Background: an optimization exercise with open tools, aiming at small area and a short achievable clock period. Do not read the settings as production practice. RTL that was checked went through simulation tests only; none was proved equivalent to the original. Power and IR drop assume default switching activity.

==> run D: inputs <==
// alu
module alu (
    input               i_clk,
    input               i_rst_n,
    input               i_valid,
    input signed [11:0] i_data_a,
    input signed [11:0] i_data_b,
    input        [2:0]  i_inst,
    output              o_valid,
    output       [11:0] o_data,
    output              o_overflow
);
reg  [13:0] x_r, y_r;
reg         o_valid_r, ovf_r, abs_r, mac_r, run_r;
reg         f_0, f_m1, f_m2;
wire [11:0] o_data_w;
wire [14:0] zz  = {1'b0, x_r} + {1'b0, y_r};
wire        c_top = zz[14];
wire [2:0]  zm   = zz[13:11];
wire        hz   = c_top ? f_m1 : f_0;      
wire        ho1  = c_top ? f_m2 : f_m1;     
wire        m_ov = ~((hz & ~|zm) | (ho1 & &zm));
assign o_data_w   = zz[11:0];
assign o_valid    = o_valid_r;
assign o_data     = o_data_w & {12{run_r}};
assign o_overflow = (m_ov & ~abs_r & run_r) | ovf_r;
wire        is_mul    = (i_inst[2:1] == 2'b01);
wire        is_mac    = (i_inst == 3'b011);
wire        is_abs    = (i_inst == 3'b111);
wire        mul_en    = i_valid & is_mul;
wire        addsub_en = i_valid & (i_inst[2:1] == 2'b00);
wire        mean_en   = i_valid & (i_inst == 3'b110);
wire        acc_en    = mac_r & (is_mac | ~i_valid);
wire        ovf_old   = mac_r & (m_ov | ovf_r);
wire        sa   = i_data_a[11], sb = i_data_b[11];
wire [11:0] ra   = i_data_a ^ {12{sa}};
wire [11:0] rb   = i_data_b ^ {12{sb}};
wire [12:0] cmp  = {1'b0, ra} + {1'b0, ~rb} + {12'd0, sa & ~sb};
wire        a_ge = cmp[12];
reg  [11:0] oth;
always @(*) begin
  case (i_inst)
    3'b000:  oth = i_data_b;
    3'b001:  oth = ~i_data_b;                       
    3'b100:  oth = ~(i_data_a ^ i_data_b);
    3'b101:  oth = sa ? 12'd0 : i_data_a;
    3'b110:  oth = {sb, i_data_b[11:1]};            
    default: oth = a_ge ? ra : rb;                  
  endcase
end
wire [11:0] row   = acc_en ? o_data_w : (oth & {12{i_valid & ~is_mul}});
  ...
clock: 10.0 ns
lec_check: 0
cap_margin: 0
core_margin: 2
core_utilization: 40
cts_buf_list: sky130_fd_sc_hd__clkbuf_4 sky130_fd_sc_hd__clkbuf_8
setup_slack_margin: 5.0
slew_margin: 0
tns_end_percent: 5
standard.sh (not shown) runs the stock make flow with config.mk's settings and CLKGATE_MAP_FILE= SYNTH_SCRIPT=/design/flow/synth_recipe.tcl, a recipe that flattens the netlist after the stock synthesis.
==> flow/flow/run.sh <==
#!/bin/bash
# The standard layout, with these changes: the port buffers are buf_2 cells;
# after synthesis flow/fapol.py flips full-adder cells (a full adder is
# self-dual) where that removes inverters between them, and flow/faxor.py
# then builds each full adder from two xor2 gates and a maj3 gate, whose sum
# path is faster than the fa cell's. Registers are untouched.
set -euo pipefail
export BUFFER_PORTS_ARGS="-buffer_cell sky130_fd_sc_hd__buf_2"
R=orfs/results/sky130hd/alu/base
bash standard.sh synth > synth.log 2>&1
python3 flow/fapol.py $R/1_2_yosys.v > fapol.log 2>&1
python3 flow/faxor.py $R/1_2_yosys.v > faxor.log 2>&1
rm -f $R/1_synth.odb $R/1_synth.sdc
bash standard.sh > standard.log 2>&1
==> flow/flow/faxor.py <==
#!/usr/bin/env python3
"""Replace full-adder cells by two XOR gates and a majority gate.

The sum output of sky130's fa cell is slow; two xor2 gates give the sum
faster, and a maj3 gate gives the carry.  The function is unchanged and no
register is touched.  usage: faxor.py netlist.v"""
import re, sys

path = sys.argv[1]
text = open(path).read()
cell_re = re.compile(r'^(\s*)(sky130_fd_sc_hd__fa_\d+)\s+(\S+)\s*\((.*?)\);\n', re.S | re.M)
pin_re = re.compile(r'\.(\w+)\(([^()]*)\)')
wires = []
n = [0]

def net(x):
    return x + (' ' if x.startswith('\\') else '')

def repl(m):
    ind, typ, name, body = m.groups()
    pins = {p: v.strip() for p, v in pin_re.findall(body)}
    n[0] += 1
    t = f'_faxor{n[0]}_'
    wires.append(t)
    out = ''
    if pins.get('SUM'):
        out += f'{ind}sky130_fd_sc_hd__xor2_1 _faxa{n[0]}_ (.A({net(pins["A"])}), .B({net(pins["B"])}), .X({t}));\n'
        out += f'{ind}sky130_fd_sc_hd__xor2_1 _faxb{n[0]}_ (.A({t}), .B({net(pins["CIN"])}), .X({net(pins["SUM"])}));\n'
    if pins.get('COUT'):
        out += f'{ind}sky130_fd_sc_hd__maj3_1 _faxc{n[0]}_ (.A({net(pins["A"])}), .B({net(pins["B"])}), .C({net(pins["CIN"])}), .X({net(pins["COUT"])}));\n'
    return out

text2 = cell_re.sub(repl, text)
# declare the new wires after the module header's port list
i = text2.index(');', text2.index('module ')) + 2
text2 = text2[:i] + '\n' + ''.join(f'  wire {w};\n' for w in wires) + text2[i:]
open(path, 'w').write(text2)
sys.stderr.write(f'faxor: {n[0]} full adders replaced\n')
Other scripts of this flow, unchanged in this note and not shown: flow/flow/fapol.py
==> run H (differences from run D) <==
--- a/flow/design.v
+++ b/flow/design.v
@@ -401,14 +401,14 @@
 assign s97 = neg3 ^ pp4;
 assign c98 = neg3 & pp4;
 assign s99 = pp5 ^ c98;
 assign c100 = pp5 & c98;
 assign s101 = neg19 ^ pp20 ^ pp6;
 assign c102 = (neg19 & pp20) | (pp6 & (neg19 ^ pp20));
-assign s103 = s101 ^ c100;
-assign c104 = s101 & c100;
+assign s103 = c100 ^ s101;
+assign c104 = c100 & s101;
 assign s105 = pp21 ^ pp7 ^ c102;
 assign c106 = (pp21 & pp7) | (c102 & (pp21 ^ pp7));
 assign s107 = c104 ^ s105;
 assign c108 = c104 & s105;
 assign s109 = rnd ^ neg35 ^ pp22;
 assign c110 = (rnd & neg35) | (pp22 & (rnd ^ neg35));
@@ -417,22 +417,22 @@
 assign s113 = c106 ^ s111 ^ c108;
 assign c114 = (c106 & s111) | (c108 & (c106 ^ s111));
 assign s115 = pp23 ^ pp37 ^ pp9;
 assign c116 = (pp23 & pp37) | (pp9 & (pp23 ^ pp37));
 assign s117 = c110 ^ s115 ^ c112;
 assign c118 = (c110 & s115) | (c112 & (c110 ^ s115));
-assign s119 = s117 ^ row[0] ^ row_c;
-assign c120 = (s117 & row[0]) | (row_c & (s117 ^ row[0]));
+assign s119 = row[0] ^ row_c ^ s117;
+assign c120 = (row[0] & row_c) | (s117 & (row[0] ^ row_c));
 assign s121 = neg51 ^ pp10 ^ pp24;
 assign c122 = (neg51 & pp10) | (pp24 & (neg51 ^ pp10));
 assign s123 = pp38 ^ pp52 ^ c116;
 assign c124 = (pp38 & pp52) | (c116 & (pp38 ^ pp52));
-assign s125 = s121 ^ s123 ^ c118;
-assign c126 = (s121 & s123) | (c118 & (s121 ^ s123));
-assign s127 = row[1] ^ s125;
-assign c128 = row[1] & s125;
+assign s125 = s121 ^ s123 ^ row[1];
+assign c126 = (s121 & s123) | (row[1] & (s121 ^ s123));
+assign s127 = c118 ^ s125;
+assign c128 = c118 & s125;
 assign s129 = pp11 ^ pp25 ^ pp39;
 assign c130 = (pp11 & pp25) | (pp39 & (pp11 ^ pp25));
 assign s131 = pp53 ^ c122 ^ s129;
 assign c132 = (pp53 & c122) | (s129 & (pp53 ^ c122));
 assign s133 = c124 ^ s131 ^ row[2];
 assign c134 = (c124 & s131) | (row[2] & (c124 ^ s131));
@@ -449,94 +449,94 @@
 assign s145 = c134 ^ s143;
 assign c146 = c134 & s143;
 assign s147 = pp13 ^ pp27 ^ pp41;
 assign c148 = (pp13 & pp27) | (pp41 & (pp13 ^ pp27));
 assign s149 = pp55 ^ pp69 ^ c138;
 assign c150 = (pp55 & pp69) | (c138 & (pp55 ^ pp69));
-assign s151 = c140 ^ s147 ^ c142;
-assign c152 = (c140 & s147) | (c142 & (c140 ^ s147));
-assign s153 = s149 ^ s151 ^ row[4];
-assign c154 = (s149 & s151) | (row[4] & (s149 ^ s151));
+assign s151 = c140 ^ s147 ^ s149;
+assign c152 = (c140 & s147) | (s149 & (c140 ^ s147));
+assign s153 = c142 ^ row[4] ^ s151;
+assign c154 = (c142 & row[4]) | (s151 & (c142 ^ row[4]));
 assign s155 = c144 ^ s153;
 assign c156 = c144 & s153;
 assign s157 = neg83 ^ pp14 ^ pp28;
 assign c158 = (neg83 & pp14) | (pp28 & (neg83 ^ pp14));
 assign s159 = pp42 ^ pp56 ^ pp70;
 assign c160 = (pp42 & pp56) | (pp70 & (pp42 ^ pp56));
 assign s161 = pp84 ^ c148 ^ s157;
 assign c162 = (pp84 & c148) | (s157 & (pp84 ^ c148));
 assign s163 = s159 ^ c150 ^ s161;
 assign c164 = (s159 & c150) | (s161 & (s159 ^ c150));
-assign s165 = c152 ^ s163 ^ row[5];
-assign c166 = (c152 & s163) | (row[5] & (c152 ^ s163));
+assign s165 = row[5] ^ c152 ^ s163;
+assign c166 = (row[5] & c152) | (s163 & (row[5] ^ c152));
 assign s167 = c154 ^ s165;
 assign c168 = c154 & s165;
 assign s169 = pp15 ^ pp29 ^ pp43;
 assign c170 = (pp15 & pp29) | (pp43 & (pp15 ^ pp29));
 assign s171 = pp57 ^ pp71 ^ pp85;
 assign c172 = (pp57 & pp71) | (pp85 & (pp57 ^ pp71));
 assign s173 = c158 ^ c160 ^ s169;
 assign c174 = (c158 & c160) | (s169 & (c158 ^ c160));
 assign s175 = s171 ^ c162 ^ s173;
 assign c176 = (s171 & c162) | (s173 & (s171 ^ c162));
-assign s177 = c164 ^ s175 ^ row[6];
-assign c178 = (c164 & s175) | (row[6] & (c164 ^ s175));
+assign s177 = row[6] ^ c164 ^ s175;
+assign c178 = (row[6] & c164) | (s175 & (row[6] ^ c164));
 assign s179 = c166 ^ s177;
 assign c180 = c166 & s177;
 assign s181 = 1'b1 ^ pp16 ^ pp30;
 assign c182 = (1'b1 & pp16) | (pp30 & (1'b1 ^ pp16));
 assign s183 = pp44 ^ pp58 ^ pp72;
 assign c184 = (pp44 & pp58) | (pp72 & (pp44 ^ pp58));
 assign s185 = pp86 ^ c170 ^ c172;
 assign c186 = (pp86 & c170) | (c172 & (pp86 ^ c170));
-assign s187 = s181 ^ s183 ^ c174;
-assign c188 = (s181 & s183) | (c174 & (s181 ^ s183));
-assign s189 = s185 ^ c176 ^ s187;
-assign c190 = (s185 & c176) | (s187 & (s185 ^ c176));
-assign s191 = row[7] ^ s189 ^ c178;
-assign c192 = (row[7] & s189) | (c178 & (row[7] ^ s189));
+assign s187 = s181 ^ s183 ^ s185;
+assign c188 = (s181 & s183) | (s185 & (s181 ^ s183));
+assign s189 = c174 ^ row[7] ^ s187;
+assign c190 = (c174 & row[7]) | (s187 & (c174 ^ row[7]));
+assign s191 = c176 ^ s189 ^ c178;
+assign c192 = (c176 & s189) | (c178 & (c176 ^ s189));
 assign s193 = 1'b1 ^ pp31 ^ pp45;
 assign c194 = (1'b1 & pp31) | (pp45 & (1'b1 ^ pp31));
 assign s195 = pp59 ^ pp73 ^ pp87;
 assign c196 = (pp59 & pp73) | (pp87 & (pp59 ^ pp73));
 assign s197 = c182 ^ c184 ^ s193;
 assign c198 = (c182 & c184) | (s193 & (c182 ^ c184));
 assign s199 = s195 ^ c186 ^ s197;
 assign c200 = (s195 & c186) | (s197 & (s195 ^ c186));
-assign s201 = c188 ^ s199 ^ row[8];
-assign c202 = (c188 & s199) | (row[8] & (c188 ^ s199));
+assign s201 = row[8] ^ c188 ^ s199;
+assign c202 = (row[8] & c188) | (s199 & (row[8] ^ c188));
 assign s203 = c190 ^ s201;
 assign c204 = c190 & s201;
 assign s205 = pp32 ^ pp46 ^ pp60;
 assign c206 = (pp32 & pp46) | (pp60 & (pp32 ^ pp46));
 assign s207 = pp74 ^ pp88 ^ c194;
 assign c208 = (pp74 & pp88) | (c194 & (pp74 ^ pp88));
-assign s209 = c196 ^ s205 ^ c198;
-assign c210 = (c196 & s205) | (c198 & (c196 ^ s205));
-assign s211 = s207 ^ c200 ^ s209;
-assign c212 = (s207 & c200) | (s209 & (s207 ^ c200));
-assign s213 = row[9] ^ s211 ^ c202;
-assign c214 = (row[9] & s211) | (c202 & (row[9] ^ s211));
+assign s209 = c196 ^ s205 ^ s207;
+assign c210 = (c196 & s205) | (s207 & (c196 ^ s205));
+assign s211 = c198 ^ row[9] ^ s209;
+assign c212 = (c198 & row[9]) | (s209 & (c198 ^ row[9]));
+assign s213 = c200 ^ s211 ^ c202;
+assign c214 = (c200 & s211) | (c202 & (c200 ^ s211));
 assign s215 = 1'b1 ^ pp47 ^ pp61;
 assign c216 = (1'b1 & pp47) | (pp61 & (1'b1 ^ pp47));
 assign s217 = pp75 ^ pp89 ^ c206;
 assign c218 = (pp75 & pp89) | (c206 & (pp75 ^ pp89));
 assign s219 = s215 ^ c208 ^ s217;
 assign c220 = (s215 & c208) | (s217 & (s215 ^ c208));
-assign s221 = c210 ^ s219 ^ row[10];
-assign c222 = (c210 & s219) | (row[10] & (c210 ^ s219));
+assign s221 = row[10] ^ c210 ^ s219;
+assign c222 = (row[10] & c210) | (s219 & (row[10] ^ c210));
 assign s223 = c212 ^ s221;
 assign c224 = c212 & s221;
 assign s225 = 1'b1 ^ pp48 ^ pp62;
 assign c226 = (1'b1 & pp48) | (pp62 & (1'b1 ^ pp48));
 assign s227 = pp76 ^ pp90 ^ c216;
 assign c228 = (pp76 & pp90) | (c216 & (pp76 ^ pp90));
 assign s229 = s225 ^ c218 ^ s227;
 assign c230 = (s225 & c218) | (s227 & (s225 ^ c218));
-assign s231 = c220 ^ s229 ^ ~row[11];
-assign c232 = (c220 & s229) | (~row[11] & (c220 ^ s229));
+assign s231 = ~row[11] ^ c220 ^ s229;
+assign c232 = (~row[11] & c220) | (s229 & (~row[11] ^ c220));
 assign s233 = c222 ^ s231;
 assign c234 = c222 & s231;
 assign s235 = pp63 ^ pp77 ^ pp91;
 assign c236 = (pp63 & pp77) | (pp91 & (pp63 ^ pp77));
 assign s237 = c226 ^ s235 ^ c228;
 assign c238 = (c226 & s235) | (c228 & (c226 ^ s235));
==> flow/flow/run.sh (replaced) <==
#!/bin/bash
# The standard layout, with two changes: the port buffers are buf_2 cells, and
# after synthesis flow/fapol.py flips full-adder cells (a full adder is
# self-dual) where that removes inverters between them. Registers are untouched.
set -euo pipefail
export BUFFER_PORTS_ARGS="-buffer_cell sky130_fd_sc_hd__buf_2"
R=orfs/results/sky130hd/alu/base
bash standard.sh synth > synth.log 2>&1
python3 flow/fapol.py $R/1_2_yosys.v > fapol.log 2>&1
rm -f $R/1_synth.odb $R/1_synth.sdc
bash standard.sh > standard.log 2>&1
Settings changed: SETUP_SLACK_MARGIN 5.0 to 4.6.
removed: flow/flow/faxor.py
==> run G (differences from run D) <==
--- a/flow/design.v
+++ b/flow/design.v
@@ -401,14 +401,14 @@
 assign s97 = neg3 ^ pp4;
 assign c98 = neg3 & pp4;
 assign s99 = pp5 ^ c98;
 assign c100 = pp5 & c98;
 assign s101 = neg19 ^ pp20 ^ pp6;
 assign c102 = (neg19 & pp20) | (pp6 & (neg19 ^ pp20));
-assign s103 = s101 ^ c100;
-assign c104 = s101 & c100;
+assign s103 = c100 ^ s101;
+assign c104 = c100 & s101;
 assign s105 = pp21 ^ pp7 ^ c102;
 assign c106 = (pp21 & pp7) | (c102 & (pp21 ^ pp7));
 assign s107 = c104 ^ s105;
 assign c108 = c104 & s105;
 assign s109 = rnd ^ neg35 ^ pp22;
 assign c110 = (rnd & neg35) | (pp22 & (rnd ^ neg35));
@@ -417,22 +417,22 @@
 assign s113 = c106 ^ s111 ^ c108;
 assign c114 = (c106 & s111) | (c108 & (c106 ^ s111));
 assign s115 = pp23 ^ pp37 ^ pp9;
 assign c116 = (pp23 & pp37) | (pp9 & (pp23 ^ pp37));
 assign s117 = c110 ^ s115 ^ c112;
 assign c118 = (c110 & s115) | (c112 & (c110 ^ s115));
-assign s119 = s117 ^ row[0] ^ row_c;
-assign c120 = (s117 & row[0]) | (row_c & (s117 ^ row[0]));
+assign s119 = row[0] ^ row_c ^ s117;
+assign c120 = (row[0] & row_c) | (s117 & (row[0] ^ row_c));
 assign s121 = neg51 ^ pp10 ^ pp24;
 assign c122 = (neg51 & pp10) | (pp24 & (neg51 ^ pp10));
 assign s123 = pp38 ^ pp52 ^ c116;
 assign c124 = (pp38 & pp52) | (c116 & (pp38 ^ pp52));
-assign s125 = s121 ^ s123 ^ c118;
-assign c126 = (s121 & s123) | (c118 & (s121 ^ s123));
-assign s127 = row[1] ^ s125;
-assign c128 = row[1] & s125;
+assign s125 = s121 ^ s123 ^ row[1];
+assign c126 = (s121 & s123) | (row[1] & (s121 ^ s123));
+assign s127 = c118 ^ s125;
+assign c128 = c118 & s125;
 assign s129 = pp11 ^ pp25 ^ pp39;
 assign c130 = (pp11 & pp25) | (pp39 & (pp11 ^ pp25));
 assign s131 = pp53 ^ c122 ^ s129;
 assign c132 = (pp53 & c122) | (s129 & (pp53 ^ c122));
 assign s133 = c124 ^ s131 ^ row[2];
 assign c134 = (c124 & s131) | (row[2] & (c124 ^ s131));
@@ -449,94 +449,94 @@
 assign s145 = c134 ^ s143;
 assign c146 = c134 & s143;
 assign s147 = pp13 ^ pp27 ^ pp41;
 assign c148 = (pp13 & pp27) | (pp41 & (pp13 ^ pp27));
 assign s149 = pp55 ^ pp69 ^ c138;
 assign c150 = (pp55 & pp69) | (c138 & (pp55 ^ pp69));
-assign s151 = c140 ^ s147 ^ c142;
-assign c152 = (c140 & s147) | (c142 & (c140 ^ s147));
-assign s153 = s149 ^ s151 ^ row[4];
-assign c154 = (s149 & s151) | (row[4] & (s149 ^ s151));
+assign s151 = c140 ^ s147 ^ s149;
+assign c152 = (c140 & s147) | (s149 & (c140 ^ s147));
+assign s153 = c142 ^ row[4] ^ s151;
+assign c154 = (c142 & row[4]) | (s151 & (c142 ^ row[4]));
 assign s155 = c144 ^ s153;
 assign c156 = c144 & s153;
 assign s157 = neg83 ^ pp14 ^ pp28;
 assign c158 = (neg83 & pp14) | (pp28 & (neg83 ^ pp14));
 assign s159 = pp42 ^ pp56 ^ pp70;
 assign c160 = (pp42 & pp56) | (pp70 & (pp42 ^ pp56));
 assign s161 = pp84 ^ c148 ^ s157;
 assign c162 = (pp84 & c148) | (s157 & (pp84 ^ c148));
 assign s163 = s159 ^ c150 ^ s161;
 assign c164 = (s159 & c150) | (s161 & (s159 ^ c150));
-assign s165 = c152 ^ s163 ^ row[5];
-assign c166 = (c152 & s163) | (row[5] & (c152 ^ s163));
+assign s165 = row[5] ^ c152 ^ s163;
+assign c166 = (row[5] & c152) | (s163 & (row[5] ^ c152));
 assign s167 = c154 ^ s165;
 assign c168 = c154 & s165;
 assign s169 = pp15 ^ pp29 ^ pp43;
 assign c170 = (pp15 & pp29) | (pp43 & (pp15 ^ pp29));
 assign s171 = pp57 ^ pp71 ^ pp85;
 assign c172 = (pp57 & pp71) | (pp85 & (pp57 ^ pp71));
 assign s173 = c158 ^ c160 ^ s169;
 assign c174 = (c158 & c160) | (s169 & (c158 ^ c160));
 assign s175 = s171 ^ c162 ^ s173;
 assign c176 = (s171 & c162) | (s173 & (s171 ^ c162));
-assign s177 = c164 ^ s175 ^ row[6];
-assign c178 = (c164 & s175) | (row[6] & (c164 ^ s175));
+assign s177 = row[6] ^ c164 ^ s175;
+assign c178 = (row[6] & c164) | (s175 & (row[6] ^ c164));
 assign s179 = c166 ^ s177;
 assign c180 = c166 & s177;
 assign s181 = 1'b1 ^ pp16 ^ pp30;
 assign c182 = (1'b1 & pp16) | (pp30 & (1'b1 ^ pp16));
 assign s183 = pp44 ^ pp58 ^ pp72;
 assign c184 = (pp44 & pp58) | (pp72 & (pp44 ^ pp58));
 assign s185 = pp86 ^ c170 ^ c172;
 assign c186 = (pp86 & c170) | (c172 & (pp86 ^ c170));
-assign s187 = s181 ^ s183 ^ c174;
-assign c188 = (s181 & s183) | (c174 & (s181 ^ s183));
-assign s189 = s185 ^ c176 ^ s187;
-assign c190 = (s185 & c176) | (s187 & (s185 ^ c176));
-assign s191 = row[7] ^ s189 ^ c178;
-assign c192 = (row[7] & s189) | (c178 & (row[7] ^ s189));
+assign s187 = s181 ^ s183 ^ s185;
+assign c188 = (s181 & s183) | (s185 & (s181 ^ s183));
+assign s189 = c174 ^ row[7] ^ s187;
+assign c190 = (c174 & row[7]) | (s187 & (c174 ^ row[7]));
+assign s191 = c176 ^ s189 ^ c178;
+assign c192 = (c176 & s189) | (c178 & (c176 ^ s189));
 assign s193 = 1'b1 ^ pp31 ^ pp45;
 assign c194 = (1'b1 & pp31) | (pp45 & (1'b1 ^ pp31));
 assign s195 = pp59 ^ pp73 ^ pp87;
 assign c196 = (pp59 & pp73) | (pp87 & (pp59 ^ pp73));
 assign s197 = c182 ^ c184 ^ s193;
 assign c198 = (c182 & c184) | (s193 & (c182 ^ c184));
 assign s199 = s195 ^ c186 ^ s197;
 assign c200 = (s195 & c186) | (s197 & (s195 ^ c186));
-assign s201 = c188 ^ s199 ^ row[8];
-assign c202 = (c188 & s199) | (row[8] & (c188 ^ s199));
+assign s201 = row[8] ^ c188 ^ s199;
+assign c202 = (row[8] & c188) | (s199 & (row[8] ^ c188));
 assign s203 = c190 ^ s201;
 assign c204 = c190 & s201;
 assign s205 = pp32 ^ pp46 ^ pp60;
 assign c206 = (pp32 & pp46) | (pp60 & (pp32 ^ pp46));
 assign s207 = pp74 ^ pp88 ^ c194;
 assign c208 = (pp74 & pp88) | (c194 & (pp74 ^ pp88));
-assign s209 = c196 ^ s205 ^ c198;
-assign c210 = (c196 & s205) | (c198 & (c196 ^ s205));
-assign s211 = s207 ^ c200 ^ s209;
-assign c212 = (s207 & c200) | (s209 & (s207 ^ c200));
-assign s213 = row[9] ^ s211 ^ c202;
-assign c214 = (row[9] & s211) | (c202 & (row[9] ^ s211));
+assign s209 = c196 ^ s205 ^ s207;
+assign c210 = (c196 & s205) | (s207 & (c196 ^ s205));
+assign s211 = c198 ^ row[9] ^ s209;
+assign c212 = (c198 & row[9]) | (s209 & (c198 ^ row[9]));
+assign s213 = c200 ^ s211 ^ c202;
+assign c214 = (c200 & s211) | (c202 & (c200 ^ s211));
 assign s215 = 1'b1 ^ pp47 ^ pp61;
 assign c216 = (1'b1 & pp47) | (pp61 & (1'b1 ^ pp47));
 assign s217 = pp75 ^ pp89 ^ c206;
 assign c218 = (pp75 & pp89) | (c206 & (pp75 ^ pp89));
 assign s219 = s215 ^ c208 ^ s217;
 assign c220 = (s215 & c208) | (s217 & (s215 ^ c208));
-assign s221 = c210 ^ s219 ^ row[10];
-assign c222 = (c210 & s219) | (row[10] & (c210 ^ s219));
+assign s221 = row[10] ^ c210 ^ s219;
+assign c222 = (row[10] & c210) | (s219 & (row[10] ^ c210));
 assign s223 = c212 ^ s221;
 assign c224 = c212 & s221;
 assign s225 = 1'b1 ^ pp48 ^ pp62;
 assign c226 = (1'b1 & pp48) | (pp62 & (1'b1 ^ pp48));
 assign s227 = pp76 ^ pp90 ^ c216;
 assign c228 = (pp76 & pp90) | (c216 & (pp76 ^ pp90));
 assign s229 = s225 ^ c218 ^ s227;
 assign c230 = (s225 & c218) | (s227 & (s225 ^ c218));
-assign s231 = c220 ^ s229 ^ ~row[11];
-assign c232 = (c220 & s229) | (~row[11] & (c220 ^ s229));
+assign s231 = ~row[11] ^ c220 ^ s229;
+assign c232 = (~row[11] & c220) | (s229 & (~row[11] ^ c220));
 assign s233 = c222 ^ s231;
 assign c234 = c222 & s231;
 assign s235 = pp63 ^ pp77 ^ pp91;
 assign c236 = (pp63 & pp77) | (pp91 & (pp63 ^ pp77));
 assign s237 = c226 ^ s235 ^ c228;
 assign c238 = (c226 & s235) | (c228 & (c226 ^ s235));
Settings changed: CORE_UTILIZATION 40 to 55.
==> out/metrics.yaml <==
run_status:
  status: "timing/DRC/antenna clean"
global_route:
  grt_max_degree: 42
power:
  p_clk_uw: 113
  ir_drop_v: 0.0000621
  pwr-share-comb_pct: 70.6
  p_sw_uw: 527
detailed_routing:
  met1_length_microns: 9410
critical_path:
  cpPeakStageDelay_ns: 0.42
  slowest_stage: "maj3_1"
  cp_max_fo: 7
  r2r_start: "x_r[2]"
placement:
  globalplace.congestion: 0.913
clock_tree:
  clock_latency_ns: 0.30
  post-cts-setup-buffers: 20
floorplanning:
  taps: 172
timing:
  fmaxAchievable_ghz: 0.200
cells_and_area:
  n_all_inverters: 73
synthesis:
  avgSynthCellArea_sq_um: 7.57
  synth_area_sq_um: 6960
[end of results for run G]
==> out/metrics.yaml <==
cells_and_area:
  n_all_inverters: 81
timing:
  fmaxAchievable_ghz: 0.200
critical_path:
  r2r_start: "x_r[0]"
  cp_max_fo: 15
clock_tree:
  clock_latency_ns: 0.28
power:
  p_clk_uw: 125
synthesis:
  synth_area_sq_um: 7080
placement:
  globalplace.congestion: 0.920
run_status:
  status: "timing/DRC/antenna clean"
global_route:
  grt_max_degree: 43
[end of results for run D]
==> out/metrics.yaml <==
power:
  pwr-share-comb_pct: 67.8
  p_sw_uw: 460
  ir_drop_v: 0.0000616
  p_clk_uw: 112
run_status:
  status: "timing/DRC/antenna clean"
clock_tree:
  clock_latency_ns: 0.28
  post-cts-setup-buffers: 34
synthesis:
  synth_area_sq_um: 6530
floorplanning:
  taps: 216
global_route:
  grt_max_degree: 42
critical_path:
  r2r_start: "x_r[4]"
  cpPeakStageDelay_ns: 0.51
  slowest_stage: "fa_1"
  cp_max_fo: 15
timing:
  fmaxAchievable_ghz: 0.186
cells_and_area:
  n_all_inverters: 73
[end of results for run H]
For run D, only the layout was checked, not whether the RTL still works.

## static timing again, ports no longer ideal
The results above use ideal ports. As a check the final layouts listed here were re-extracted and re-timed, cells and wires unchanged. Step 1: set_driving_cell puts a clkbuf_16 on i_clk and a buf_2 on each other input, an assumption about the parent block. Step 2 times the ports against the registers' clock, not the clock port: input delays grow and output delays shrink by t, the midpoint of the rising clock arrivals with the driver on. Three values: no drivers, after step 1, after step 2; two values: the first two.
run | t (ns) | setup WS [ns] | slew at the worst register clock pin (ns) | worst slew at a driven data input, ns
run D | 0.307 | 5.006 / 4.971 / 4.664 | 0.07 / 0.07 | 0.09
run H | 0.310 | 4.614 / 4.590 / 4.279 | 0.07 / 0.07 | 0.06
run G | 0.330 | 5.007 / 5.017 / 4.687 | 0.08 / 0.08 | 0.08
After both steps setup and hold are still met in every run listed. The setup slack of run D, which loses most, moves by -0.035 ns with the drivers and by -0.342 ns with both steps.
